From an optimization exercise on the open Yosys and OpenROAD flow, aimed at small area and a short achievable clock period; shortcuts taken in it are not production practice.
Function was checked by simulation only, so behaviour that the tests miss may differ from the original.
Power and IR drop assume default switching activity.

## standard.sh

```bash
#!/bin/bash
# synth_recipe.tcl (not shown) runs the flow's synth.tcl, then flattens the netlist and writes it again
# the make line also repeats each setting of config.mk as NAME=value (left out here)
make -C /OpenROAD-flow-scripts/flow DESIGN_CONFIG=/design/flow/config.mk WORK_HOME=/design/flow/orfs CLKGATE_MAP_FILE= SYNTH_SCRIPT=/design/flow/synth_recipe.tcl "${@:-finish}"
```

## config.mk

```make
export PLATFORM = sky130hd
export DESIGN_NAME = riscvsingle
export DESIGN_NICKNAME = riscvsingle
export VERILOG_FILES = /design/flow/design.v
export SDC_FILE = /design/flow/constraint.sdc
export NUM_CORES = 4
export LEC_CHECK = 0
export CAP_MARGIN = 50
export CORE_MARGIN = 2
export CORE_UTILIZATION = 45
export CTS_CLUSTER_DIAMETER = 150
export CTS_CLUSTER_SIZE = 20
export PLACE_DENSITY = 0.6
export SLEW_MARGIN = 50
```

## design.v

```verilog
module riscvsingle(
	clk,
	n_rst,
	PC,
	Instr,
	MemWrite,
	ALUResult,
	WriteData,
	ReadData,
	byte_enable
);
	input clk, n_rst;
	input [31:0] Instr, ReadData;
	output MemWrite;
	output [31:0] PC, ALUResult, WriteData;
	output [3:0] byte_enable;
	reg  [31:0] PCF;
	reg  [31:0] InstrD;
	reg         validD, jalD;
	reg  [31:0] AE;            
	reg  [31:0] BE;            
	reg  [31:0] XE;            
	reg  [4:0]  shE;           
	reg  [4:0]  RdE;
	reg  [2:0]  f3E;
	reg         validE, regWE, memWE, loadE, jumpE, jalE, jalrE;
	reg         brEqE, brNeE, brLtE, brGeE, brLtuE, brGeuE;
	reg         subE, selSumE, selAndE, selOrE, selXorE, selSllE, selSrE, selSraE, selSltE, selSltuE;
	reg  [31:0] ALUResultM, WDM;
	reg  [3:0]  beM;
	reg  [4:0]  RdM;
	reg  [2:0]  f3M;
	reg  [1:0]  ldOfsM;        
	reg         regWM, memWM, loadM, jumpM;
	reg  [31:0] ResultW;
	reg  [4:0]  RdW;
	reg         regWW;
	reg  [31:0] rf [1:31];
	wire [31:0] a = AE;
	wire [32:0] sum = {1'b0, a} + {1'b0, BE} + {32'b0, subE};
	wire [31:0] clt0 = ~(a | BE);
	wire [31:0] ceq0 = a ^ BE;
	wire [15:0] clt1, ceq1;
	wire [7:0]  clt2, ceq2;
	wire [3:0]  clt3, ceq3;
	wire [1:0]  clt4, ceq4;
	genvar c;
	generate
		for (c = 0; c < 16; c = c + 1) begin : CMP1
			assign clt1[c] = clt0[2*c+1] | (ceq0[2*c+1] & clt0[2*c]);
			assign ceq1[c] = ceq0[2*c+1] & ceq0[2*c];
		end
		for (c = 0; c < 8; c = c + 1) begin : CMP2
			assign clt2[c] = clt1[2*c+1] | (ceq1[2*c+1] & clt1[2*c]);
			assign ceq2[c] = ceq1[2*c+1] & ceq1[2*c];
		end
		for (c = 0; c < 4; c = c + 1) begin : CMP3
			assign clt3[c] = clt2[2*c+1] | (ceq2[2*c+1] & clt2[2*c]);
			assign ceq3[c] = ceq2[2*c+1] & ceq2[2*c];
		end
		for (c = 0; c < 2; c = c + 1) begin : CMP4
			assign clt4[c] = clt3[2*c+1] | (ceq3[2*c+1] & clt3[2*c]);
			assign ceq4[c] = ceq3[2*c+1] & ceq3[2*c];
		end
	endgenerate
	wire        ltu = clt4[1] | (ceq4[1] & clt4[0]);                
	wire        eq  = ceq4[1] & ceq4[0];
	wire        lt  = (ltu ^ a[31] ^ ~BE[31]) | (BE == 32'h7fff_ffff);  
	function [31:0] rev32(input [31:0] x);
		integer k;
		for (k = 0; k < 32; k = k + 1) rev32[k] = x[31 - k];
	endfunction
	wire [31:0] sh_in = selSllE ? rev32(a) : a;
	wire [32:0] sh_x  = {selSraE & a[31], sh_in};
	wire [32:0] sh_o  = $signed(sh_x) >>> shE;
	wire [31:0] ALUResultE =
		({32{selSumE & validE}} & sum[31:0]) |
		({32{selAndE & validE}} & (a & BE)) |        
		({32{selOrE & validE}}  & (a | BE)) |
		({32{selXorE & validE}} & (a ^ BE)) |
		({32{selSllE & validE}} & rev32(sh_o[31:0])) |
		({32{selSrE & validE}}  & sh_o[31:0]) |
		{31'b0, (selSltE & validE & lt) | (selSltuE & validE & ltu)};
	wire taken = (brEqE & validE & eq) | (brNeE & validE & ~eq) | (brLtE & validE & lt) |
	             (brGeE & validE & ~lt) | (brLtuE & validE & ltu) | (brGeuE & validE & ~ltu);
	wire pcsrc1 = taken | (jalE & validE);       
	wire pcsrc2 = jalrE & validE;                
	wire redirect = pcsrc1 | pcsrc2;
	wire [1:0] ofs = sum[1:0];
	wire [31:0] sd = XE;
	reg  [31:0] st_wd;
	reg  [3:0]  st_be;
	always @(*) begin
		st_wd = 32'h0;
		st_be = 4'b0000;
		case (f3E)
			3'b000, 3'b100: begin
				st_wd = {4{sd[7:0]}} & {{8{ofs == 2'd3}}, {8{ofs == 2'd2}}, {8{ofs == 2'd1}}, {8{ofs == 2'd0}}};
				st_be = {ofs == 2'd3, ofs == 2'd2, ofs == 2'd1, ofs == 2'd0};
			end
			3'b001: begin
				if (ofs == 2'd0) begin st_wd = {16'b0, sd[15:0]}; st_be = 4'b0011; end
				else if (ofs == 2'd2) begin st_wd = {sd[15:0], 16'b0}; st_be = 4'b1100; end
			end
			3'b101: begin
				if (ofs == 2'd0) begin st_wd = {16'b0, sd[15:0]}; st_be = 4'b0011; end
				else if (ofs == 2'd2) begin st_wd = {sd[31:16], 16'b0}; st_be = 4'b1100; end
			end
			3'b010, 3'b110: begin
				if (ofs == 2'd0) begin st_wd = sd; st_be = 4'b1111; end
			end
			default: ;
		endcase
	end
	wire [1:0] ofsM = ldOfsM;
	reg  [31:0] ld;
	always @(*) begin
		ld = 32'h0;
		case (f3M)
			3'b000: case (ofsM)
				2'd0: ld = {{24{ReadData[7]}},  ReadData[7:0]};
				2'd1: ld = {{24{ReadData[15]}}, ReadData[15:8]};
				2'd2: ld = {{24{ReadData[23]}}, ReadData[23:16]};
				2'd3: ld = {{24{ReadData[31]}}, ReadData[31:24]};
			endcase
			3'b100: case (ofsM)
				2'd0: ld = {24'b0, ReadData[7:0]};
				2'd1: ld = {24'b0, ReadData[15:8]};
				2'd2: ld = {24'b0, ReadData[23:16]};
				2'd3: ld = {24'b0, ReadData[31:24]};
			endcase
			3'b001: case (ofsM)
				2'd0: ld = {{16{ReadData[15]}}, ReadData[15:0]};
				2'd2: ld = {{16{ReadData[31]}}, ReadData[31:16]};
				default: ;
			endcase
			3'b101: case (ofsM)
				2'd0: ld = {16'b0, ReadData[15:0]};
				2'd2: ld = {16'b0, ReadData[31:16]};
				default: ;
			endcase
			3'b010, 3'b110: if (ofsM == 2'd0) ld = ReadData;
			default: ;
		endcase
	end
	wire [31:0] ResultM = loadM ? ld : (jumpM ? WDM : ALUResultM);
	wire [6:0] op  = InstrD[6:0];
	wire [2:0] f3  = InstrD[14:12];
	wire       f7b = InstrD[30];
	wire [4:0] rs1 = InstrD[19:15];
	wire [4:0] rs2 = InstrD[24:20];
	wire [4:0] rd  = InstrD[11:7];
	wire isLoad  = (op == 7'b000_0011);
	wire isStore = (op == 7'b010_0011);
	wire isR     = (op == 7'b011_0011);
	wire isLui   = (op == 7'b011_0111);
	wire isBr    = (op == 7'b110_0011);
	wire isI     = (op == 7'b001_0011);
	wire isJalr  = (op == 7'b110_0111);
	wire isAuipc = (op == 7'b001_0111);
	wire isSys   = (op == 7'b111_0011);
	wire regWD = isLoad | isR | isLui | isI | jalD | isJalr | isAuipc | isSys;
	wire useImmB = isLoad | isStore | isLui | isI | isJalr | isAuipc | isSys;
	wire aluRI = isR | isI;
	wire isShift = aluRI & (f3[1:0] == 2'b01);
	wire subD = isBr | (isR & (f3 == 3'b000) & f7b) | (aluRI & (f3[2:1] == 2'b01));
	wire [31:0] immI = {{20{InstrD[31]}}, InstrD[31:20]};
	wire [31:0] immS = {{20{InstrD[31]}}, InstrD[31:25], InstrD[11:7]};
	wire [31:0] immB = {{20{InstrD[31]}}, InstrD[7], InstrD[30:25], InstrD[11:8], 1'b0};
	wire [31:0] immJ = {{12{InstrD[31]}}, InstrD[19:12], InstrD[20], InstrD[30:21], 1'b0};
	wire [31:0] immU = {InstrD[31:12], 12'b0};
	wire [31:0] immBop = isStore ? immS : ((isLui | isAuipc) ? immU : immI);
	wire [31:0] pcm4   = PCF - 32'd4;
	wire [31:0] timm   = jalD ? immJ : immB;
	wire [31:0] tx     = PCF ^ timm ^ 32'hffff_fffc;
	wire [31:0] tc     = (PCF & timm) | ((PCF | timm) & 32'hffff_fffc);
	wire [31:0] target = tx + {tc[30:0], 1'b0};
	wire hitE1 = validE & regWE & (RdE == rs1) & (rs1 != 5'd0);
	wire hitE2 = validE & regWE & (RdE == rs2) & (rs2 != 5'd0);
	wire hitM1 = regWM & (RdM == rs1) & (rs1 != 5'd0);
	wire hitM2 = regWM & (RdM == rs2) & (rs2 != 5'd0);
	wire hitW1 = regWW & (RdW == rs1) & (rs1 != 5'd0);
	wire hitW2 = regWW & (RdW == rs2) & (rs2 != 5'd0);
	wire [31:0] rf1 = (rs1 == 5'd0) ? 32'h0 : rf[rs1];
	wire [31:0] rf2 = (rs2 == 5'd0) ? 32'h0 : rf[rs2];
	wire [31:0] rv1 = hitE1 ? ALUResultE : (hitM1 ? ResultM : (hitW1 ? ResultW : rf1));
	wire [31:0] rv2 = hitE2 ? ALUResultE : (hitM2 ? ResultM : (hitW2 ? ResultW : rf2));
	wire lwStall = validE & loadE & ((rs1 == RdE) | (rs2 == RdE));
	wire flushE  = lwStall | redirect;
	always @(posedge clk) begin
		if (!n_rst)
			PCF <= 32'h0;
		else if (pcsrc1)
			PCF <= XE;
		else if (pcsrc2)
			PCF <= sum[31:0];
		else if (!lwStall)
			PCF <= PCF + 32'd4;
		if (!lwStall) begin
			InstrD <= Instr;
			jalD   <= (Instr[6:0] == 7'b110_1111);
		end
		if (!n_rst | redirect)
			validD <= 1'b0;
		else if (!lwStall)
			validD <= 1'b1;
		AE  <= isLui ? 32'h0 : (isAuipc ? pcm4 : rv1);
		BE  <= (useImmB ? immBop : rv2) ^ {32{subD}};
		XE  <= isStore ? rv2 : target;
		shE <= isR ? rv2[4:0] : InstrD[24:20];
		RdE <= rd;
		f3E <= f3;
		validE <= n_rst & validD & ~flushE;
		regWE  <= regWD;
		memWE  <= isStore;
		loadE  <= isLoad;
		jumpE  <= jalD | isJalr;
		jalE   <= jalD;
		jalrE  <= isJalr;
		brEqE  <= isBr & (f3 == 3'b000);
		brNeE  <= isBr & (f3 == 3'b001);
		brLtE  <= isBr & (f3 == 3'b100);
		brGeE  <= isBr & (f3 == 3'b101);
		brLtuE <= isBr & (f3 == 3'b110);
		brGeuE <= isBr & (f3 == 3'b111);
		subE     <= subD;
		selSumE  <= (~aluRI & ~(isBr & (f3[2:1] == 2'b11))) | (aluRI & (f3 == 3'b000));
		selAndE  <= aluRI & (f3 == 3'b111);
		selOrE   <= aluRI & (f3 == 3'b110);
		selXorE  <= aluRI & (f3 == 3'b100);
		selSllE  <= aluRI & (f3 == 3'b001);
		selSrE   <= aluRI & (f3 == 3'b101);
		selSraE  <= aluRI & (f3 == 3'b101) & f7b;
		selSltE  <= aluRI & (f3 == 3'b010);
		selSltuE <= aluRI & (f3 == 3'b011);
		ALUResultM <= n_rst ? ALUResultE : 32'h0;
		WDM   <= jumpE ? pcm4 : st_wd;    
		beM   <= st_be;
		RdM   <= RdE;
		f3M   <= f3E;
		ldOfsM <= loadE ? sum[1:0] : 2'b00;
		regWM <= n_rst & validE & regWE;
		memWM <= n_rst & validE & memWE;
		loadM <= loadE;
		jumpM <= jumpE;
		ResultW <= ResultM;
		RdW     <= RdM;
		regWW   <= n_rst & regWM;
	end
	genvar i;
	generate
		for (i = 1; i < 32; i = i + 1) begin : RF
			always @(posedge clk) begin
				if (regWW && RdW == i)
					rf[i] <= ResultW;
			end
		end
	endgenerate
	assign PC = PCF;
	assign MemWrite = memWM;
	assign ALUResult = ALUResultM;
	assign WriteData = WDM;
	assign byte_enable = beM;
endmodule
```

## constraint.sdc

```tcl
create_clock -name core_clock -period 16.5 [get_ports {clk}]
set_input_delay 3.3000 -clock core_clock [delete_from_list [all_inputs] [get_ports {clk}]]
set_output_delay 3.3000 -clock core_clock [all_outputs]
set_load 0.01 [all_outputs]
```

## flow/run.sh

```bash
#!/bin/bash
# The standard layout (the standard.sh, unchanged synthesis and steps),
# with one change: the buffers that ORFS puts on every input and output port
# are buf_2 cells instead of the default choice.
set -euo pipefail
bash standard.sh 'BUFFER_PORTS_ARGS=-buffer_cell sky130_fd_sc_hd__buf_2' finish > orfs_make.log 2>&1
```

==> flow_summary.toml, run 1 <==
[worst_setup_path]
cp-end-kind = "flip-flop"
critPathKind = "reg -> reg"
start_kind = "flip-flop"
r2r_cells = 12
r2r_slack_ps = 10960
crit_slowest_cell = "dfxtp_1"
slowest_delay_ps = 850
required_ps = 17200
cp_max_fo = 27
path_cells = "inv_1, ha_1, nand4_1, o21ai_0, a221oi_1, a2111oi_4, nor3_1, o21bai_1, a31o_2, nand2_1, nor2_1, a221o_1"
rr_endpoint = "PCF[18]"
reg2reg_from = "AE[11]"
arrival_ps = 6240

[power]
ir_worst_vdd_v = 0.000100
pwr_density_cell_nw_per_um2 = 113
power.leakage_uw = 0.0254

[logic_synthesis]
synth_top_area_cell = "edfxtp_1"
synth_seq_area_share_pct = 55.8
synthFlopType = "edfxtp_1"
syn-num-nets = 6030
synth_area_um2 = 65400
yosysMostFrequentCell = "edfxtp_1"
synth_edf_count = 1025
netlist_top_cells_area = "edfxtp_1 (47%), a22oi_1 (9.3%), dfxtp_1 (8.7%), ha_1 (2.4%), nor2_1 (2.3%)"
async_reset_ff_share_pct = 0
yosys_warnings = 34
yosysTopAreaCellShare_pct = 47.1
syn_area_per_cell_um2 = 11.2
synth_seq_cells = 1310
ys_types = 88
synthCells = 5836
synth_common_cells = "edfxtp_1 (1025), a22oi_1 (808), nor2_1 (404)"

[detailed_routing]
routedWlPerCell_um = 48.4
viasPerCell = 7.81
drc_errors = 0
drtPass1Iterations = 10
postRouteWirelength_um = 378000
antenna_left = 0
vias = 61113
initialDrtViolationCount = 13304

[layout]
layout-drive-gt1-share_pct = 14.1
final_nets = 6082
final_cells = 7822
area.growth.synth_to_final_pct = 10.7
fill_cells = 12859

[timing]
timing.setup.tns_ps = 0
fin_skew_ps = 67.7
min_period_ps = 5540
setup_viol = 0
worstMarginPinSlew_ps = 842
slew-limit-headroom_pct = 43.9
hold_violations = 0
fmax_mhz = 181
rsz0062_at_grt = "no"
period_share_pct = 33.5
maxSlewViolCount = 0

[global_route]
grt_pass1_wl_um = 498000
grt_antenna_before_repair = 30
grt_pass1_vias = 55963
gr-usage-all-layers_pct = 49.7
grt_max_degree = 48
grt-ovfl-total = 0

[placement]
post-dp-hpwl_um = 248000
place_congestion = 1.04
io_buffers = 166
dp.cells = 7707

[clock_network]
cts_setup_buffers = 0
clock-root-buffer = "clkbuf_16"
cts_resized = 0
cts_max_path_buffers = 3
cts_hold_buf = 0
clkTransAtPathRegs_ps = 100
htreeDepth = 3
cts_made_buffers = 75
clk_latency_ps = 770
cts_sinks = 1310
cts_tree = "yes"

[floorplan]
io_pins = 167
initial_core_util_pct = 45.4
die_area_um2 = 148000
die_h_um = 385
fp-row-count = 139
die_w_um = 385
core-area_um2 = 144000

[job]
maxCapViolCount = 0

[worst_hold_path]
min_to = "RdW[2]"
worstHoldStart = "RdM[2]"
hold_path_depth = 0
min_path_type = "reg -> reg"

[status]
outcome = "complete, no violations"
[how the worst max path moves through the flow]
stage                     cells past startpoint       to          from  slack (ps)
after floorplan                               9   BE[14]  ReadData[31]       11250
after global placement                       11   BE[23]  ReadData[31]       10210
after detailed placement                     11   BE[23]  ReadData[31]       10450
after CTS                                    11   BE[23]  ReadData[31]       11240
after global routing                         12  PCF[25]        AE[11]       10790
final                                        12  PCF[18]        AE[11]       10960
[kinds of logic (layout without fill, tap and decap cells)]
kind of cell / Yosys count / count (layout) / synth area share (%)
DFF: 1310 / 1310 / 55.8
AOI/OAI and AO/OA: 1875 / 1875 / 20.3
and+or+nand+nor: 1511 / 1511 / 11.2
muxes: 195 / 195 / 4.07
other: 0 / 9 / 0
buffers and inverters: 645 / 719 / 3.83
adders and majority gates: 128 / 128 / 2.48
xor gates and xnor gates: 172 / 172 / 2.30
[power by group]
part | switching [uW] | internal, uW
sequential | 346 | 3730
clock | 1190 | 856
combinational | 1430 | 620
total | 2970 | 5210
[registers in the layout, summed over array words and instances, names as in the netlist, 3 cells and up]
register / count
rf: 992
AE: 32
ALUResultM: 32
BE: 32
InstrD: 32
PCF: 32
ResultW: 32
WDM: 32
XE: 32
RdE: 5
RdM: 5
RdW: 5
shE: 5
beM: 4
f3E: 3
f3M: 3
[routing by layer]
metal	vias to the layer above	part of all wire (%)	global-route usage [%]
met5	-	0.027	0
met4	16	11	40.8
met3	1919	15	17.8
met2	6471	41	71.6
met1	29792	34	59.7
li1	22915	-	-
[metrics by stage]
stage	instance area [um^2]	total power, uW	hold WS (ps)	setup WS [ps]	util [%]
floorplan	65400	4950	329	11250	-
global placement	69000	6040	389	10210	47.9
detailed placement	70100	6070	382	10450	48.6
CTS	72200	8030	388	11240	50.1
global route	72400	8290	388	10790	50.3
finish	72400	8170	388	10960	50.3
[cell type report]
type,count,area (um^2),share of cell area [%]
Antenna cell,9,22.5,0.0311
Inverter,205,774,1.07
Clock inverter,7,170,0.235
Tap cell,1903,2380,3.29
Multi-Input combinational cell,3881,27500,38.0
Timing Repair Buffer,415,3050,4.22
Clock buffer,92,1960,2.71
Sequential cell,1310,36500,50.4
[cell usage in the layout, fill, tap and decap left out, types with 54 or more instances in the layout]
cell,count
inv_1,198
and3_1,88
ha_1,125
nor3_1,90
buf_4,192
nand2_1,373
nand4_1,152
a22oi_1,808
nor2_1,345
edfxtp_1,1025
a222oi_1,55
buf_2,171
mux2i_1,102
a21oi_1,290
clkbuf_16,76
nor2_4,54
dfxtp_1,266
o21ai_0,190
xnor2_1,113
nand3_1,133
[critical path, delay by kind of cell, from the launching register on]
kind / cells / cell delay (ps)
DFF: 1 / 850
and+or+nand+nor: 4 / 1390
buffers and inverters: 1 / 110
adders and majority gates: 1 / 540
AOI/OAI and AO/OA: 6 / 2540
==> run 2, diff against run 1 <==
--- a/config.mk
+++ b/config.mk
@@ -6,5 +6,5 @@
 export NUM_CORES = 4
 export LEC_CHECK = 0
-export CAP_MARGIN = 50
+export CAP_MARGIN = 20
 export CORE_MARGIN = 2
 export CORE_UTILIZATION = 45
@@ -12,3 +12,3 @@
 export CTS_CLUSTER_SIZE = 20
 export PLACE_DENSITY = 0.6
-export SLEW_MARGIN = 50
+export SLEW_MARGIN = 70
==> run 2 against run 1 <==
- highest routed layer unchanged
- core utilization rose by 2.7 points
- critical path depth fell by 1
- sequential power about the same
- flip-flop and latch count stayed put
- final area up 5.4%
- first-iteration DRC count decreased by 1.3%
- die area is the same
- clock power is essentially flat
- largest power group unchanged
- global-route usage increased by 0.36 points
==> flow_summary.toml, run 2 <==
[timing]
timing.setup.tns_ps = 0
slew-limit-headroom_pct = 64.9
min_period_ps = 5010
setup_viol = 0
worstMarginPinSlew_ps = 527
period_share_pct = 30.4
fin_skew_ps = 36.7
rsz0062_at_grt = "no"
fmax_mhz = 200
hold_violations = 0
maxSlewViolCount = 0

[placement]
placed_area_um2 = 73500
place_congestion = 1.04
post-dp-hpwl_um = 259000
io_buffers = 166

[global_route]
grt_antenna_before_repair = 17
grt-ovfl-total = 0
grt_pass1_vias = 57139
grt_pass1_wl_um = 502000
grt_max_degree = 48
gr-usage-all-layers_pct = 50.1

[layout]
layout-drive-gt1-share_pct = 20.4
mostFrequentLayoutCells = "edfxtp_1 (1025), a22oi_1 (802), nand2_1 (367)"
final_common_cell = "edfxtp_1"
top_register = "rf"
largest_register_ffs = 992
fin_util_pct = 53.0
design_area_um2 = 76300
area.growth.synth_to_final_pct = 16.7
final_nets = 6262
fill_cells = 12471

[worst_setup_path]
start_kind = "input pin"
required_ps = 17130
critPathKind = "in -> reg"
crit_path_start = "ReadData[15]"
cp-end-kind = "flip-flop"
reg2reg_from = "BE[11]"
cp_max_fo = 16
arrival_ps = 5640

[detailed_routing]
initialDrtViolationCount = 13134
drtPass1Iterations = 10
vias = 62059
postRouteWirelength_um = 381000
drc_errors = 0
viasPerCell = 7.75
antenna_left = 0
routedWlPerCell_um = 47.6

[logic_synthesis]
synth_edf_count = 1025
synthCells = 5836
synth_seq_cells = 1310
synth_common_cells = "edfxtp_1 (1025), a22oi_1 (808), nor2_1 (404)"
synth_area_um2 = 65400
synth_seq_area_share_pct = 55.8
syn_area_per_cell_um2 = 11.2
synth_top_area_cell = "edfxtp_1"
async_reset_ff_share_pct = 0
yosys_warnings = 34
syn-num-nets = 6030
ys_types = 88
yosysTopAreaCellShare_pct = 47.1
synthFlopType = "edfxtp_1"
netlist_top_cells_area = "edfxtp_1 (47%), a22oi_1 (9.3%), dfxtp_1 (8.7%), ha_1 (2.4%), nor2_1 (2.3%)"
yosysMostFrequentCell = "edfxtp_1"

[clock_network]
cts_hold_buf = 0
clk_latency_ps = 750
clock-root-buffer = "clkbuf_16"
cts_setup_buffers = 0
cts_tree = "yes"
clkTransAtPathRegs_ps = 100
cts_resized = 0
cts_max_path_buffers = 3
cts_made_buffers = 75
htreeDepth = 3
cts_sinks = 1310

[floorplan]
core-area_um2 = 144000
io_pins = 167
fp-row-count = 139
die_area_um2 = 148000
initial_core_util_pct = 45.4
die_h_um = 385
die_w_um = 385

[worst_hold_path]
worstHoldStart = "RdE[2]"
min_path_type = "reg -> reg"

[job]
maxCapViolCount = 0

[power]
pwr_density_cell_nw_per_um2 = 110
power.leakage_uw = 0.0270
ir_worst_vdd_v = 0.000105

[status]
outcome = "complete, no violations"
run 2: changes by cell type in the layout (fill, tap and decap cells not counted), moves of 22 or more:
cell | previous run | this run
dfxtp_1 | 266 | 216
buf_2 | 171 | 212
xnor2_2 | 9 | 33
buf_1 | 0 | 22
dfxtp_2 | 18 | 52
buf_6 | 24 | 73
buf_12 | 9 | 35
buf_8 | 14 | 59
buf_4 | 192 | 161
xnor2_1 | 113 | 89
run 2: critical path, cell delays in order:
cell	delay [ps]
buf_2	130
mux4_2	500
nor2b_1	160
o21a_4	320
a21oi_2	340
o22ai_1	190
nand2_1	100
o21ai_0	80
mux2i_1	230
a21oi_1	120
xor2_1	160
run 2: final timing paths:
path | cells after the start | end | slack, ps
max | 11 | BE[23] | 11490
min reg2reg | 0 | RdM[2] | 410
min | 0 | RdM[2] | 410
max reg2reg | 15 | PCF[18] | 11590
run 2: layout make-up:
type	instances	area [um^2]	area share (%)
multi-input combinational	3881	28900	37.9
clock inverter	8	126	0.166
inverter	205	786	1.03
timing repair buffer	595	5490	7.19
sequential	1310	36600	48.0
antenna	11	27.5	0.0361
tap	1903	2380	3.12
clock buffer	96	1990	2.60
run 2: routing by layer:
metal  up-vias  global-route usage [%]  part of all wire, %
met5         -                   0.162                0.012
met3      2004                    17.8                   15
met2      6675                    71.5                   41
met4         8                    42.5                   11
met1     30097                    60.2                   33
li1      23275                       -                    -
run 2: report_power, final:
group / leakage [uW] / internal (uW) / switching (uW)
registers: 0.0119 / 3740 / 342
logic: 0.0141 / 732 / 1520
clock network: 0.00102 / 860 / 1180
total: 0.0270 / 5330 / 3040
run 2: per-stage QoR:
stage          hold slack [ps]  instances  power (uW)  setup slack, ps
2_1_floorplan              329       5836        4950            11250
3_3_place_gp               389       7674        6040            10210
3_5_place_dp               383       7870        6250            10810
4_1_cts                    401       7974        8200            11590
5_1_grt                    413       7998        8480            11410
6_report                   409       8009        8360            11490
run 2: logic make-up (layout without fill, tap and decap cells):
| family | count (synthesis) | count (layout) | share of synthesized area, % |
|---|---|---|---|
| compound gates | 1875 | 1875 | 20.3 |
| xor+xnor | 172 | 172 | 2.30 |
| fa+ha+maj | 128 | 128 | 2.48 |
| buf+inv | 645 | 904 | 3.83 |
| flops | 1310 | 1310 | 55.8 |
| mux | 195 | 195 | 4.07 |
| other cells | 0 | 11 | 0 |
| simple gates | 1511 | 1511 | 11.2 |
==> run 3, diff against run 2 <==
--- a/config.mk
+++ b/config.mk
@@ -12,3 +12,3 @@
 export CTS_CLUSTER_SIZE = 20
 export PLACE_DENSITY = 0.6
-export SLEW_MARGIN = 70
+export SLEW_MARGIN = 75
==> run 3 against run 2 <==
- largest cell class unchanged
- clock-buffer cell count up 9
- hold slack worse by 8.9 ps
- routed wire length up 0.86%
- sequential share of layout area down 1.8 points
- area after synthesis unchanged
==> flow_summary.toml, run 3 <==
[logic_synthesis]
synth_edf_count = 1025
ys_types = 88
synth_mux_area_share_pct = 4.07
synth_top_family_by_area = "compound AO/OA/AOI/OAI gates"
synth-adder-area-share_pct = 2.48
netlist_top_cells_area = "edfxtp_1 (47%), a22oi_1 (9.3%), dfxtp_1 (8.7%), ha_1 (2.4%), nor2_1 (2.3%)"
async_reset_ff_share_pct = 0
yosys_warnings = 34
synthXorXnorAreaFrac_pct = 2.30
synthFlopType = "edfxtp_1"
synthCells = 5836
syn_area_per_cell_um2 = 11.2
yosysTopAreaCellShare_pct = 47.1
synth_seq_cells = 1310
syn-num-nets = 6030
synth_top_area_cell = "edfxtp_1"
synth-simple-area-share_pct = 11.2
yosysMostFrequentCell = "edfxtp_1"
synth_common_cells = "edfxtp_1 (1025), a22oi_1 (808), nor2_1 (404)"
synth_seq_area_share_pct = 55.8
synth-compound-area-share_pct = 20.3
synth_area_um2 = 65400

[timing]
rsz0062_at_grt = "no"
fmax_mhz = 199
setup_viol = 0
timing.setup.tns_ps = 0
maxSlewViolCount = 0
slew-limit-headroom_pct = 69.5
fin_skew_ps = 36.9
worstMarginPinSlew_ps = 457
hold_violations = 0
layout_setup_ws_ps = 11470
period_share_pct = 30.5
whs_ps = 400
min_period_ps = 5030

[clock_network]
cts_tree = "yes"
htreeDepth = 3
cts_resized = 0
clk_latency_ps = 750
cts_setup_buffers = 0
clock-root-buffer = "clkbuf_16"
clkTransAtPathRegs_ps = 100
cts_max_path_buffers = 3
cts_made_buffers = 75
cts_hold_buf = 0
cts_sinks = 1310

[global_route]
grt_pass1_vias = 57934
grt-ovfl-total = 0
grt_antenna_before_repair = 30
grt_pass1_wl_um = 508000
gr-usage-all-layers_pct = 50.5
grt_max_degree = 46

[placement]
io_buffers = 166
place_congestion = 1.04
post-dp-hpwl_um = 270000
pre_cts_ws_ps = 10800

[detailed_routing]
postRouteWirelength_um = 385000
antenna_left = 0
vias = 62904
drtPass1Iterations = 8
routedWlPerCell_um = 47.1
initialDrtViolationCount = 13591
drc_errors = 0
viasPerCell = 7.70

[layout]
layout-drive-gt1-share_pct = 24.7
area.growth.synth_to_final_pct = 21.6
final_common_cell = "edfxtp_1"
mostFrequentLayoutCells = "edfxtp_1 (1025), a22oi_1 (801), nand2_1 (360)"
largest_register_ffs = 992
top_register = "rf"
final_nets = 6419
fin_util_pct = 55.2

[power]
ir_worst_vdd_v = 0.000104
total_power_uw = 8560
power.leakage_uw = 0.0282
pwr_density_cell_nw_per_um2 = 108

[job]
maxCapViolCount = 0

[worst_setup_path]
critPathKind = "in -> reg"
arrival_ps = 5690
start_kind = "input pin"
cp-end-kind = "flip-flop"
required_ps = 17160
cp_max_fo = 16

[floorplan]
die_w_um = 385
initial_core_util_pct = 45.4
io_pins = 167
fp-row-count = 139
die_area_um2 = 148000
die_h_um = 385
core-area_um2 = 144000

[worst_hold_path]
min_path_type = "reg -> reg"

[status]
outcome = "complete, no violations"
run 3: cell counts after synthesis:
Identical to the previous run, type by type.
run 3: power by group:
part / switching (uW) / total, uW / internal, uW / leakage (uW)
clock: 1170 / 2070 / 894 / 0.00104
sequential: 321 / 4060 / 3740 / 0.0119
combinational: 1600 / 2430 / 823 / 0.0153
run 3: cell type report:
| class | count | area (um^2) |
|---|---|---|
| clock buffers | 105 | 2020 |
| diodes | 9 | 22.5 |
| well taps | 1903 | 2380 |
| fillers | 12110 | 64500 |
| multi-input cells | 3881 | 30000 |
| clock inverters | 6 | 125 |
| repair buffers | 752 | 7480 |
| flip-flops and latches | 1310 | 36700 |
| inverters | 205 | 797 |
run 3: worst paths after layout:
path                startpoint     end  slack, ps  cells after the start
hold / removal          RdE[4]  RdM[4]        400                      0
hold reg to reg         RdE[4]  RdM[4]        400                      0
setup / recovery  ReadData[15]  BE[30]      11470                     10
setup reg to reg    InstrD[24]  XE[31]      11840                     17
run 3: critical path, stage by stage:
cell	delay (ps)
buf_2	140
mux4_2	500
nor2b_1	160
o21a_4	320
a21oi_1	170
o22ai_1	140
or2_2	300
o211a_1	160
o31ai_1	310
xnor2_1	150
run 3: layer usage:
metal	track usage, %	vias up	wire, um
met1	60.2	30479	128000
met3	18.1	2117	56100
met2	72.2	6709	157000
met4	43.6	32	43100
met5	1.04	-	414
li1	-	23567	-
run 3: through the flow:
step | std cells | instance area [um^2]
after floorplan | 5836 | 65400
after detailed placement | 8017 | 76300
after CTS | 8128 | 78500
final | 8171 | 79500
after global placement | 7674 | 69000
after global routing | 8162 | 79500
run 3: kinds of logic after synthesis:
kind of cell,after synthesis
AO/OA/AOI/OAI,1875
XOR/XNOR,172
AND/OR/NAND/NOR,1511
flip-flops,1310
buffers and inverters,645
adder cells (fa/ha/maj),128
multiplexers,195
==> run 4, diff against run 3 <==
--- a/config.mk
+++ b/config.mk
@@ -8,7 +8,7 @@
 export CAP_MARGIN = 20
 export CORE_MARGIN = 2
-export CORE_UTILIZATION = 45
+export CORE_UTILIZATION = 50
 export CTS_CLUSTER_DIAMETER = 150
 export CTS_CLUSTER_SIZE = 20
-export PLACE_DENSITY = 0.6
-export SLEW_MARGIN = 75
+export PLACE_DENSITY = 0.65
+export SLEW_MARGIN = 60
==> run 4 against run 3 <==
- global-route usage is 2.4 points higher
- hold slack worse by 1.0 ps
- final area decreased by 8.2%
- clock power shrank 4%
- synthesized cell count stayed put
- first-iteration DRC count rose by 2.7%
- critical path type unchanged
- critical endpoint is now BE[23]
- largest cell class unchanged
==> flow_summary.toml, run 4 <==
[worst_setup_path]
cp-end-kind = "flip-flop"
start_kind = "input pin"
r2r_cells = 16
cp_max_fo = 16
reg2reg_from = "InstrD[22]"
crit_top_cell = "a21oi_1"
arrival_ps = 5900
required_ps = 17110
r2r_slack_ps = 11480
path_cells = "buf_2, mux4_2, nor2b_1, o21a_2, a21oi_1, o22ai_1, nand2_1, o21ai_0, mux2i_1, a21oi_1, xor2_1"
rr_endpoint = "XE[30]"
slowest_delay_ps = 540
critPathKind = "in -> reg"
crit_slowest_cell = "a21oi_1"

[layout]
top_register = "rf"
layout-drive-gt1-share_pct = 15.5
final_common_cell = "edfxtp_1"
final_nets = 6108
mostFrequentLayoutCells = "edfxtp_1 (1025), a22oi_1 (804), nand2_1 (372)"
ff_latch_area_um2 = 36600
area.growth.synth_to_final_pct = 11.6
final_cells = 7691
fill_cells = 10894
largest_register_ffs = 992
multiInputGateArea_um2 = 27900

[timing]
fmax_mhz = 189
worstMarginPinSlew_ps = 705
fin_skew_ps = 32.4
min_period_ps = 5300
rsz0062_at_grt = "no"
maxSlewViolCount = 0
setup_viol = 0
timing.setup.tns_ps = 0
period_share_pct = 32.1
hold_violations = 0
slew-limit-headroom_pct = 52.6

[logic_synthesis]
syn_area_per_cell_um2 = 11.2
synthCells = 5836
ys_types = 88
yosys_warnings = 34
yosysMostFrequentCell = "edfxtp_1"
synth-adder-area-share_pct = 2.48
synth_seq_area_share_pct = 55.8
synth-simple-area-share_pct = 11.2
synth_top_area_cell = "edfxtp_1"
synthXorXnorAreaFrac_pct = 2.30
synthFlopType = "edfxtp_1"
syn-num-nets = 6030
synth_top_family_by_area = "compound AO/OA/AOI/OAI gates"
synth_edf_count = 1025
synth-compound-area-share_pct = 20.3
async_reset_ff_share_pct = 0
synth_mux_area_share_pct = 4.07
netlist_top_cells_area = "edfxtp_1 (47%), a22oi_1 (9.3%), dfxtp_1 (8.7%), ha_1 (2.4%), nor2_1 (2.3%)"
synth_area_um2 = 65400
synth_common_cells = "edfxtp_1 (1025), a22oi_1 (808), nor2_1 (404)"
synth_seq_cells = 1310
yosysTopAreaCellShare_pct = 47.1

[detailed_routing]
drtPass1Iterations = 10
antenna_left = 0
viasPerCell = 7.99
postRouteWirelength_um = 362000
routedWlPerCell_um = 47.0
initialDrtViolationCount = 13954
vias = 61464
drc_errors = 0

[floorplan]
io_pins = 167
core-area_um2 = 130000
fp-row-count = 132
die_area_um2 = 134000
die_h_um = 366
initial_core_util_pct = 50.4
die_w_um = 366

[global_route]
grt_antenna_before_repair = 19
gr-usage-all-layers_pct = 52.9
grt_max_degree = 49
grt_pass1_vias = 56292
grt_pass1_wl_um = 479000
grt-ovfl-total = 0

[worst_hold_path]
min_to = "RdW[1]"
worstHoldStart = "RdM[1]"
min_path_type = "reg -> reg"
hold_path_depth = 0

[clock_network]
clock-root-buffer = "clkbuf_16"
cts_setup_buffers = 0
cts_resized = 0
clk_latency_ps = 750
cts_max_path_buffers = 3
cts_tree = "yes"
clkTransAtPathRegs_ps = 100
htreeDepth = 3
cts_made_buffers = 75
cts_hold_buf = 0
cts_sinks = 1310

[job]
maxCapViolCount = 0

[placement]
dp.cells = 7566
post-dp-hpwl_um = 236000
io_buffers = 166
place_congestion = 1.08

[power]
pwr_density_cell_nw_per_um2 = 111
ir_worst_vdd_v = 0.0000981
power.leakage_uw = 0.0257

[status]
outcome = "complete, no violations"
[run 4: logic make-up after synthesis]
logic type,count (synthesis)
buffers and inverters,645
DFF,1310
adders and majority gates,128
and+or+nand+nor,1511
muxes,195
AOI/OAI and AO/OA,1875
xor gates and xnor gates,172
[run 4: how the worst max path moves through the flow]
stage	start	to	slack, ps
final	ReadData[23]	BE[23]	11200
after global placement	ReadData[31]	BE[23]	10370
after global routing	ReadData[23]	BE[23]	11180
after floorplan	ReadData[31]	BE[14]	11250
after CTS	ReadData[23]	BE[23]	11310
after detailed placement	ReadData[23]	BE[23]	10560
[run 4: per-stage QoR]
stage / instance area [um^2] / util [%] / power (uW) / worst slack, ps / hold WS [ps]
detailed placement: 70600 / 54.4 / 6050 / 10560 / 384
floorplan: 65400 / - / 4950 / 11250 / 329
global placement: 68900 / 53.1 / 5970 / 10370 / 384
finish: 73000 / 56.3 / 8130 / 11200 / 399
CTS: 72600 / 56.0 / 7940 / 11310 / 401
global route: 73000 / 56.3 / 8220 / 11180 / 404
[run 4: critical path, delay by kind of cell]
kind | cells | cell delay, ps
and+or+nand+nor | 2 | 250
AOI/OAI and AO/OA | 5 | 1360
muxes | 2 | 710
xor gates and xnor gates | 1 | 160
buffers and inverters | 1 | 130
[run 4: power by group]
group / internal (uW) / switching, uW / leakage [uW] / total [uW]
registers: 3730 / 340 / 0.0119 / 4070
clock network: 839 / 1150 / 0.000985 / 1990
logic: 646 / 1420 / 0.0128 / 2070
[run 4: per-layer routing]
| layer | wire [um] | global-route usage, % |
|---|---|---|
| met3 | 58400 | 23.1 |
| met5 | 566 | 2.61 |
| met4 | 42500 | 48.6 |
| met1 | 116000 | 61.4 |
| met2 | 144000 | 73.2 |
[run 4: final cells by class]
class	instances	area share [%]
Sequential cell	1310	50.1
Multi-Input combinational cell	3881	38.2
Timing Repair Buffer	441	4.82
Tap cell	1742	2.98
Clock buffer	93	2.66
Inverter	205	1.06
Clock inverter	6	0.106
Antenna cell	13	0.0446
==> run 5, diff against run 4 <==
--- a/config.mk
+++ b/config.mk
@@ -12,3 +12,3 @@
 export CTS_CLUSTER_SIZE = 20
 export PLACE_DENSITY = 0.65
-export SLEW_MARGIN = 60
+export SLEW_MARGIN = 70
==> run 5 against run 4 <==
- via count is 1.5% higher
- non-clock buffer count is 144 higher
- global-route usage is 0.38 points higher
- highest routed layer unchanged
==> flow_summary.toml, run 5 <==
[floorplan]
io_pins = 167
die_h_um = 366
initial_core_util_pct = 50.4
core-area_um2 = 130000
fp-row-count = 132
die_w_um = 366
die_area_um2 = 134000

[logic_synthesis]
syn-num-nets = 6030
netlist_top_cells_area = "edfxtp_1 (47%), a22oi_1 (9.3%), dfxtp_1 (8.7%), ha_1 (2.4%), nor2_1 (2.3%)"
yosysMostFrequentCell = "edfxtp_1"
synth_edf_count = 1025
synth_seq_cells = 1310
synth_top_area_cell = "edfxtp_1"
synth_common_cells = "edfxtp_1 (1025), a22oi_1 (808), nor2_1 (404)"
syn_area_per_cell_um2 = 11.2
synthFlopType = "edfxtp_1"
ys_types = 88
yosys_warnings = 34
async_reset_ff_share_pct = 0
yosysTopAreaCellShare_pct = 47.1
synth_seq_area_share_pct = 55.8
synthCells = 5836
synth_area_um2 = 65400

[timing]
min_period_ps = 5070
fmax_mhz = 197
maxSlewViolCount = 0
fin_skew_ps = 76.8
setup_viol = 0
period_share_pct = 30.7
timing.setup.tns_ps = 0
worstMarginPinSlew_ps = 534
rsz0062_at_grt = "no"
hold_violations = 0
slew-limit-headroom_pct = 64.4
layout_setup_ws_ps = 11430

[layout]
fill_cells = 10660
top_register = "rf"
area.growth.synth_to_final_pct = 16.1
largest_register_ffs = 992
mostFrequentLayoutCells = "edfxtp_1 (1025), a22oi_1 (803), nand2_1 (367)"
design_area_um2 = 76000
final_nets = 6253
final_common_cell = "edfxtp_1"
fin_util_pct = 58.6
layout-drive-gt1-share_pct = 19.9
final_cells = 7847

[global_route]
grt-ovfl-total = 0
grt_pass1_wl_um = 483000
grt_max_degree = 49
gr-usage-all-layers_pct = 53.3
grt_antenna_before_repair = 35
grt_pass1_vias = 57295

[detailed_routing]
drc_errors = 0
antenna_left = 0
vias = 62405
routedWlPerCell_um = 46.5
viasPerCell = 7.95
drtPass1Iterations = 12
postRouteWirelength_um = 365000
initialDrtViolationCount = 14074

[placement]
io_buffers = 166
place_congestion = 1.08
pre_cts_ws_ps = 10800
placed_area_um2 = 72900
post-dp-hpwl_um = 243000
dp.cells = 7687

[clock_network]
cts_max_path_buffers = 3
cts_resized = 0
cts_setup_buffers = 0
clk_latency_ps = 770
clock-root-buffer = "clkbuf_16"
cts_hold_buf = 0
htreeDepth = 3
clkTransAtPathRegs_ps = 100
cts_made_buffers = 76
cts_tree = "yes"
cts_sinks = 1310

[worst_hold_path]
worstHoldStart = "RdE[4]"
min_path_type = "reg -> reg"

[power]
pwr_density_cell_nw_per_um2 = 110
ir_worst_vdd_v = 0.000101
power.leakage_uw = 0.0269

[worst_setup_path]
critPathKind = "in -> reg"
start_kind = "input pin"
cp-end-kind = "flip-flop"
crit_path_start = "ReadData[15]"
arrival_ps = 5670
required_ps = 17100
reg2reg_from = "AE[11]"
cp_max_fo = 8

[job]
maxCapViolCount = 0

[status]
outcome = "complete, no violations"
## run 5: cell types whose count changed in the layout (fill, tap and decap cells not counted), sizes merged
cell,before,now
buf,436,561
clkdlybuf4s50,0,2
diode,13,19
clkdlybuf4s15,1,2
clkbuf,96,112
clkdlybuf4s18,0,1
clkdlybuf4s25,0,3
clkinv,4,7
dlymetal6s2s,1,0
## run 5: per-stage QoR
step	hold slack, ps	total power (uW)
after detailed placement	386	6170
after global routing	386	8430
final	356	8340
after floorplan	329	4950
after global placement	384	5970
after CTS	361	8110
## run 5: cell type report
type	instances	area, um^2	area share, %
timing repair buffer	585	5330	7.02
multi-input combinational	3881	28800	38.0
clock inverter	9	174	0.229
inverter	205	778	1.02
tap	1742	2180	2.87
antenna	19	47.5	0.0626
sequential	1310	36600	48.2
clock buffer	96	1980	2.60
## run 5: kinds of logic after synthesis
family                   Yosys count  synth area share (%)
AO/OA/AOI/OAI                   1875                  20.3
AND/OR/NAND/NOR                 1511                  11.2
flip-flops                      1310                  55.8
buffers and inverters            645                  3.83
multiplexers                     195                  4.07
XOR/XNOR                         172                  2.30
adder cells (fa/ha/maj)          128                  2.48
## run 5: critical path: stages
cell	delay, ps
buf_2	130
mux4_2	480
and3b_1	340
a211oi_4	280
buf_2	260
o22ai_1	150
nand2_1	100
o21ai_0	80
mux2i_1	230
a221oi_1	150
xor2_1	180
## run 5: final timing paths
check / to / slack (ps) / cells after the start
worst max-delay path: BE[15] / 11430 / 11
worst max register to register: PCF[28] / 11650 / 13
worst min-delay path: RdM[4] / 360 / 0
worst min register to register: RdM[4] / 360 / 0
## run 5: routing by layer
layer / global-route usage [%] / vias to the layer above / wire length [um] / share of wire [%]
met5: 1.53 / - / 569 / 0.16
met4: 48.3 / 42 / 44200 / 12
met3: 24.4 / 2358 / 60000 / 16
met2: 73.9 / 7001 / 145000 / 40
met1: 61.2 / 29758 / 115000 / 32
li1: - / 23246 / - / -
## run 5: power by group
| group | internal, uW | switching (uW) |
|---|---|---|
| clock | 864 | 1190 |
| combinational | 726 | 1480 |
| sequential | 3740 | 343 |
| total | 5330 | 3010 |
==> run 6, diff against run 5 <==
--- a/design.v
+++ b/design.v
@@ -38,7 +38,8 @@
 	reg  [31:0] rf [1:31];
 	wire [31:0] a = AE;
-	wire [32:0] sum = {1'b0, a} + {1'b0, BE} + {32'b0, subE};
-	wire [31:0] clt0 = ~(a | BE);
-	wire [31:0] ceq0 = a ^ BE;
+	wire [31:0] bx  = subE ? ~BE : BE;
+	wire [32:0] sum = {1'b0, a} + {1'b0, bx} + {32'b0, subE};
+	wire [31:0] clt0 = ~a & BE;
+	wire [31:0] ceq0 = ~(a ^ BE);
 	wire [15:0] clt1, ceq1;
 	wire [7:0]  clt2, ceq2;
@@ -66,5 +67,5 @@
 	wire        ltu = clt4[1] | (ceq4[1] & clt4[0]);                
 	wire        eq  = ceq4[1] & ceq4[0];
-	wire        lt  = (ltu ^ a[31] ^ ~BE[31]) | (BE == 32'h7fff_ffff);  
+	wire        lt  = (ltu ^ a[31] ^ BE[31]) | (BE == 32'h8000_0000);   
 	function [31:0] rev32(input [31:0] x);
 		integer k;
@@ -76,5 +77,5 @@
 	wire [31:0] ALUResultE =
 		({32{selSumE & validE}} & sum[31:0]) |
-		({32{selAndE & validE}} & (a & BE)) |        
+		({32{selAndE & validE}} & (a & BE)) |
 		({32{selOrE & validE}}  & (a | BE)) |
 		({32{selXorE & validE}} & (a ^ BE)) |
@@ -206,5 +207,5 @@
 			validD <= 1'b1;
 		AE  <= isLui ? 32'h0 : (isAuipc ? pcm4 : rv1);
-		BE  <= (useImmB ? immBop : rv2) ^ {32{subD}};
+		BE  <= useImmB ? immBop : rv2;
 		XE  <= isStore ? rv2 : target;
 		shE <= isR ? rv2[4:0] : InstrD[24:20];
--- a/config.mk
+++ b/config.mk
@@ -8,7 +8,7 @@
 export CAP_MARGIN = 20
 export CORE_MARGIN = 2
-export CORE_UTILIZATION = 50
+export CORE_UTILIZATION = 45
 export CTS_CLUSTER_DIAMETER = 150
 export CTS_CLUSTER_SIZE = 20
-export PLACE_DENSITY = 0.65
-export SLEW_MARGIN = 70
+export PLACE_DENSITY = 0.6
+export SLEW_MARGIN = 60
==> run 6 against run 5 <==
- maximum frequency down 8.8%
- clock skew fell by 19 ps
- clock-buffer cell count grew 11
- largest power group unchanged
- routed wire length up 5.4%
- critical endpoint is now PCF[14]
- final area fell by 2.6%
- sequential share of layout area rose by 1.2 points
- still clean on timing, DRC and antenna
- area after synthesis grew 0.27%
- clock power about the same
==> flow_summary.toml, run 6 <==
[worst_setup_path]
critical-path-top-delay-family = "simple AND/OR/NAND/NOR gates"
path_cells = "inv_1, ha_1, or4_1, or4_1, nor4_1, buf_4, mux2_2, a2111oi_4, nand3_4, nor3_4, buf_4, a21oi_1, o32ai_1"
critPathKind = "reg -> reg"
crit_slowest_cell = "dfxtp_1"
worst-path-stages = 13
reg2reg_from = "AE[10]"
timing.critical_path.to = "PCF[14]"
start_kind = "flip-flop"
r2r_cells = 13
critPathBufInv = 3
crit_path_start = "AE[10]"
cp-end-kind = "flip-flop"
required_ps = 17180
cp_max_fo = 22
r2r_slack_ps = 10950
rr_endpoint = "PCF[14]"
arrival_ps = 6230
slowest_delay_ps = 690

[detailed_routing]
antenna_left = 0
drc_errors = 0
vias = 61456
routedWlPerCell_um = 48.5
viasPerCell = 7.75
drtPass1Iterations = 12
initialDrtViolationCount = 13469
postRouteWirelength_um = 384000

[timing]
hold_violations = 0
period_share_pct = 33.7
fmax_mhz = 180
rsz0062_at_grt = "no"
maxSlewViolCount = 0
fin_skew_ps = 58.0
worstMarginPinSlew_ps = 706
min_period_ps = 5550
slew-limit-headroom_pct = 52.6
whs_ps = 416
setup_viol = 0
timing.setup.tns_ps = 0

[logic_synthesis]
synth_area_um2 = 65600
syn-num-nets = 6065
syn_area_per_cell_um2 = 11.3
async_reset_ff_share_pct = 0
synthCells = 5810
synthFlopType = "edfxtp_1"
netlist_top_cells_area = "edfxtp_1 (47%), a22oi_1 (9.1%), dfxtp_1 (8.7%), ha_1 (3.6%), a21oi_1 (2.4%)"
ys_types = 84
synth_top_area_cell = "edfxtp_1"
yosysTopAreaCellShare_pct = 46.9
yosys_warnings = 34
synth_common_cells = "edfxtp_1 (1025), a22oi_1 (796), clkbuf_1 (347)"
synth_seq_area_share_pct = 55.6
synth_edf_count = 1025
yosysMostFrequentCell = "edfxtp_1"
synth_seq_cells = 1310

[floorplan]
initial_core_util_pct = 45.2
die_h_um = 386
fp-row-count = 140
io_pins = 167
die_w_um = 386
core-area_um2 = 145000
die_area_um2 = 149000

[placement]
io_buffers = 166
place_congestion = 1.05
dp.cells = 7779
post-dp-hpwl_um = 253000

[clock_network]
cts_made_buffers = 75
clk_latency_ps = 770
cts_hold_buf = 0
clock-root-buffer = "clkbuf_16"
cts_sinks = 1310
cts_max_path_buffers = 3
htreeDepth = 3
cts_resized = 0
clkTransAtPathRegs_ps = 110
cts_setup_buffers = 0
cts_tree = "yes"

[global_route]
grt_pass1_wl_um = 504000
grt_max_degree = 48
grt_antenna_before_repair = 21
grt-ovfl-total = 0
gr-usage-all-layers_pct = 50.3
grt_pass1_vias = 56439

[status]
outcome = "complete, no violations"

[layout]
final_common_cell = "edfxtp_1"
final_nets = 6207
fin_util_pct = 51.0
mostFrequentLayoutCells = "edfxtp_1 (1025), a22oi_1 (796), nand2_1 (341)"
area.growth.synth_to_final_pct = 12.9
fill_cells = 12823
top_register = "rf"
final_cells = 7925
layout-drive-gt1-share_pct = 16.4
largest_register_ffs = 992

[power]
ir_worst_vdd_v = 0.000116
total_power_uw = 7710
power.leakage_uw = 0.0260
pwr_density_cell_nw_per_um2 = 104

[job]
maxCapViolCount = 0

[worst_hold_path]
min_path_type = "reg -> reg"
## run 6: worst min-delay path by stage
stage / startpoint / endpoint / slack [ps] / depth (start not counted)
3_5_place_dp: RdM[1] / RdW[1] / 390 / 0
3_3_place_gp: f3E[2] / f3M[2] / 390 / 0
4_1_cts: RdM[1] / RdW[1] / 410 / 0
2_1_floorplan: f3E[1] / f3M[1] / 330 / 0
6_report: RdM[1] / RdW[1] / 420 / 0
5_1_grt: RdM[4] / RdW[4] / 420 / 0
## run 6: logic make-up (layout without fill, tap and decap cells)
| group | after synthesis | count (layout) | synth area share, % |
|---|---|---|---|
| AO/OA/AOI/OAI | 1925 | 1925 | 20.7 |
| XOR/XNOR | 163 | 163 | 2.18 |
| adder cells (fa/ha/maj) | 189 | 189 | 3.63 |
| buffers and inverters | 630 | 810 | 3.63 |
| flip-flops | 1310 | 1310 | 55.6 |
| multiplexers | 175 | 175 | 3.57 |
| other | 0 | 18 | 0 |
| AND/OR/NAND/NOR | 1418 | 1418 | 10.6 |
## run 6: power by group
part	internal [uW]	total, uW	switching [uW]
Combinational	516	1730	1220
Sequential	3690	3920	237
Clock	858	2050	1190
Total	5060	7710	2650
## run 6: through the flow
stage | setup WS [ps] | area, um^2
finish | 10950 | 74000
global route | 10760 | 74000
CTS | 10930 | 73600
detailed placement | 10620 | 71500
global placement | 10660 | 69800
floorplan | 11390 | 65600
## run 6: worst register-to-register path: stages, from the launching register on
cell       delay, ps
dfxtp_1          690
inv_1            160
ha_1             370
or4_1            550
or4_1            660
nor4_1           450
buf_4            200
mux2_2           350
a2111oi_4        540
nand3_4          380
nor3_4           440
buf_4            350
a21oi_1           80
o32ai_1          260
## run 6: area by class of cell
class | instances | area, um^2 | area share [%]
flip-flops and latches | 1310 | 36600 | 49.4
multi-input cells | 3870 | 28400 | 38.3
repair buffers | 481 | 3720 | 5.02
well taps | 1917 | 2400 | 3.24
clock buffers | 107 | 2000 | 2.70
inverters | 214 | 805 | 1.09
clock inverters | 8 | 135 | 0.183
diodes | 18 | 45.0 | 0.0609
## run 6: routing by layer
| metal | share of wire (%) | GRT usage (%) | vias to the layer above |
|---|---|---|---|
| met5 | 0.085 | 1.10 | - |
| li1 | - | - | 23037 |
| met3 | 15 | 19.5 | 2083 |
| met4 | 11 | 42.5 | 20 |
| met1 | 33 | 59.4 | 29568 |
| met2 | 41 | 71.9 | 6748 |
==> run 7, diff against run 6 <==
--- a/config.mk
+++ b/config.mk
@@ -12,3 +12,3 @@
 export CTS_CLUSTER_SIZE = 20
 export PLACE_DENSITY = 0.6
-export SLEW_MARGIN = 60
+export SLEW_MARGIN = 50
==> run 7 against run 6 <==
- still clean on timing, DRC and antenna
- global-route usage fell by 0.19 points
- sequential power about the same
- final area shrank 1.6%
- die area stayed put
- clock skew shrank 19 ps
- hold slack better by 2.8 ps
- highest routed layer unchanged
==> flow_summary.toml, run 7 <==
[status]
outcome = "complete, no violations"

[worst_setup_path]
reg2reg_from = "AE[15]"
start_kind = "flip-flop"
required_ps = 17170
cp-end-kind = "flip-flop"
critPathKind = "reg -> reg"
crit_path_start = "AE[15]"
cp_max_fo = 22
arrival_ps = 6400

[layout]
fin_util_pct = 50.2
largest_register_ffs = 992
layout-drive-gt1-share_pct = 14.4
mostFrequentLayoutCells = "edfxtp_1 (1025), a22oi_1 (796), nand2_1 (343)"
top_register = "rf"
fill_cells = 12835
area.growth.synth_to_final_pct = 11.1
final_nets = 6165
final_common_cell = "edfxtp_1"

[timing]
maxSlewViolCount = 0
hold_violations = 0
setup_viol = 0
worstMarginPinSlew_ps = 922
fin_skew_ps = 39.2
min_period_ps = 5740
slew-limit-headroom_pct = 38.2
rsz0062_at_grt = "no"
timing.setup.tns_ps = 0
period_share_pct = 34.8
fmax_mhz = 174

[clock_network]
clk_latency_ps = 760
cts_max_path_buffers = 3
cts_made_buffers = 75
htreeDepth = 3
cts_hold_buf = 0
cts_resized = 0
clock-root-buffer = "clkbuf_16"
cts_sinks = 1310
cts_tree = "yes"
cts_setup_buffers = 0
clkTransAtPathRegs_ps = 100

[logic_synthesis]
syn-num-nets = 6065
synth_edf_count = 1025
synth_common_cells = "edfxtp_1 (1025), a22oi_1 (796), clkbuf_1 (347)"
synthFlopType = "edfxtp_1"
syn_area_per_cell_um2 = 11.3
synth_seq_cells = 1310
async_reset_ff_share_pct = 0
netlist_top_cells_area = "edfxtp_1 (47%), a22oi_1 (9.1%), dfxtp_1 (8.7%), ha_1 (3.6%), a21oi_1 (2.4%)"
synth_seq_area_share_pct = 55.6
synth_top_area_cell = "edfxtp_1"
yosysMostFrequentCell = "edfxtp_1"
synth_area_um2 = 65600
yosys_warnings = 34
ys_types = 84
synthCells = 5810
yosysTopAreaCellShare_pct = 46.9

[floorplan]
core-area_um2 = 145000
die_w_um = 386
fp-row-count = 140
io_pins = 167
initial_core_util_pct = 45.2
die_area_um2 = 149000
die_h_um = 386

[global_route]
gr-usage-all-layers_pct = 50.2
grt_max_degree = 48
grt_antenna_before_repair = 29
grt_pass1_wl_um = 501000
grt_pass1_vias = 55819
grt-ovfl-total = 0

[placement]
io_buffers = 166
place_congestion = 1.05
post-dp-hpwl_um = 251000

[detailed_routing]
antenna_left = 0
drc_errors = 0
initialDrtViolationCount = 13632
drtPass1Iterations = 10
routedWlPerCell_um = 48.6
postRouteWirelength_um = 383000
vias = 61410
viasPerCell = 7.80

[worst_hold_path]
min_path_type = "reg -> reg"
worstHoldStart = "RdE[0]"

[power]
pwr_density_cell_nw_per_um2 = 105
ir_worst_vdd_v = 0.000113
total_power_uw = 7630
power.leakage_uw = 0.0255

[job]
maxCapViolCount = 0
run 7: cell counts after synthesis:
No cell type changed its count.
run 7: area by class of cell:
cell class                      count  area (um^2)  share of cell area (%)
Clock inverter                      8          128                   0.175
Tap cell                         1917         2400                    3.29
Inverter                          214          803                    1.10
Timing Repair Buffer              439         3100                    4.25
Antenna cell                       22         55.1                  0.0756
Multi-Input combinational cell   3870        27800                    38.2
Clock buffer                       97         1980                    2.72
Sequential cell                  1310        36500                    50.1
run 7: worst paths after layout:
check	to	slack (ps)	cells past startpoint
worst max register to register	PCF[2]	10760	13
worst min-delay path	RdM[0]	420	0
worst min register to register	RdM[0]	420	0
worst max-delay path	PCF[2]	10760	13
run 7: worst max-delay path: stages, from the launching register on:
cell and delay (ps):
dfxtp_1 780, inv_1 220, ha_1 400, or3_1 400
or4_1 710, nor4_1 480, buf_4 210, mux2_2 350
a2111oi_4 540, nand3_4 380, nor3_4 460, buf_4 350
a211oi_1 110, a211oi_1 240
run 7: cell families (layout without fill, tap and decap cells):
logic type | count (synthesis) | in the layout | synth area share (%)
other cells | 0 | 22 | 0
compound gates | 1925 | 1925 | 20.7
mux | 175 | 175 | 3.57
fa+ha+maj | 189 | 189 | 3.63
simple gates | 1418 | 1418 | 10.6
xor+xnor | 163 | 163 | 2.18
buf+inv | 630 | 758 | 3.63
flops | 1310 | 1310 | 55.6
run 7: routing by layer:
layer	part of all wire, %	up-vias	track usage (%)
li1	-	22958	-
met5	0.064	-	0.682
met4	11	26	42.8
met2	41	6683	71.2
met3	15	2092	19.3
met1	33	29651	59.6
run 7: stage by stage:
step | cell area [um^2] | hold WS (ps) | worst slack (ps) | instances
finish | 72800 | 419 | 10760 | 7877
global route | 72800 | 421 | 10710 | 7858
CTS | 72600 | 413 | 10900 | 7852
detailed placement | 70500 | 390 | 10590 | 7747
global placement | 69800 | 386 | 10660 | 7729
floorplan | 65600 | 329 | 11390 | 5810
run 7: power breakdown:
group          internal [uW]  switching [uW]  leakage (uW)  total, uW
Combinational            487            1180        0.0127       1670
Clock                    857            1180       0.00101       2040
Sequential              3680             239        0.0119       3920
Total                   5030            2600        0.0255       7630

-- port drivers added, routing unchanged --
No port has a modelled driver above. Below, the same layouts with a new extraction and two added sets of constraints. Step 1 assumes that a clkbuf_16 drives the clock port and a buf_2 every other input. Step 2 moves the port delays by t, midway between the first and last clock arrival at a register: inputs arrive t later, outputs are due t later. That takes back most of the time a late clock gives input paths. Slacks: ideal ports / drivers / drivers and shift; pairs: ideal ports / drivers.
run | t (ns) | setup WS [ns] | hold slack, ns | clock arrival spread, ns
run 1 | 0.824 | 10.965 / 10.965 / 10.398 | 0.388 / 0.388 / 0.388 | 0.070 / 0.070
run 2 | 0.823 | 11.492 / 11.521 / 10.728 | 0.409 / 0.409 / 0.409 | 0.053 / 0.052
run 3 | 0.814 | 11.474 / 11.514 / 10.718 | 0.400 / 0.400 / 0.400 | 0.044 / 0.043
run 4 | 0.807 | 11.203 / 11.248 / 10.441 | 0.399 / 0.399 / 0.399 | 0.034 / 0.034
run 5 | 0.812 | 11.433 / 11.474 / 10.662 | 0.356 / 0.356 / 0.356 | 0.084 / 0.084
run 6 | 0.820 | 10.946 / 10.946 / 10.537 | 0.416 / 0.416 / 0.416 | 0.058 / 0.058
run 7 | 0.820 | 10.764 / 10.764 / 10.488 | 0.419 / 0.419 / 0.419 | 0.041 / 0.041
After both steps every run listed still meets setup and hold. For run 5, which loses most, drivers alone change the setup slack by +0.041 ns; drivers and shift together by -0.771 ns.
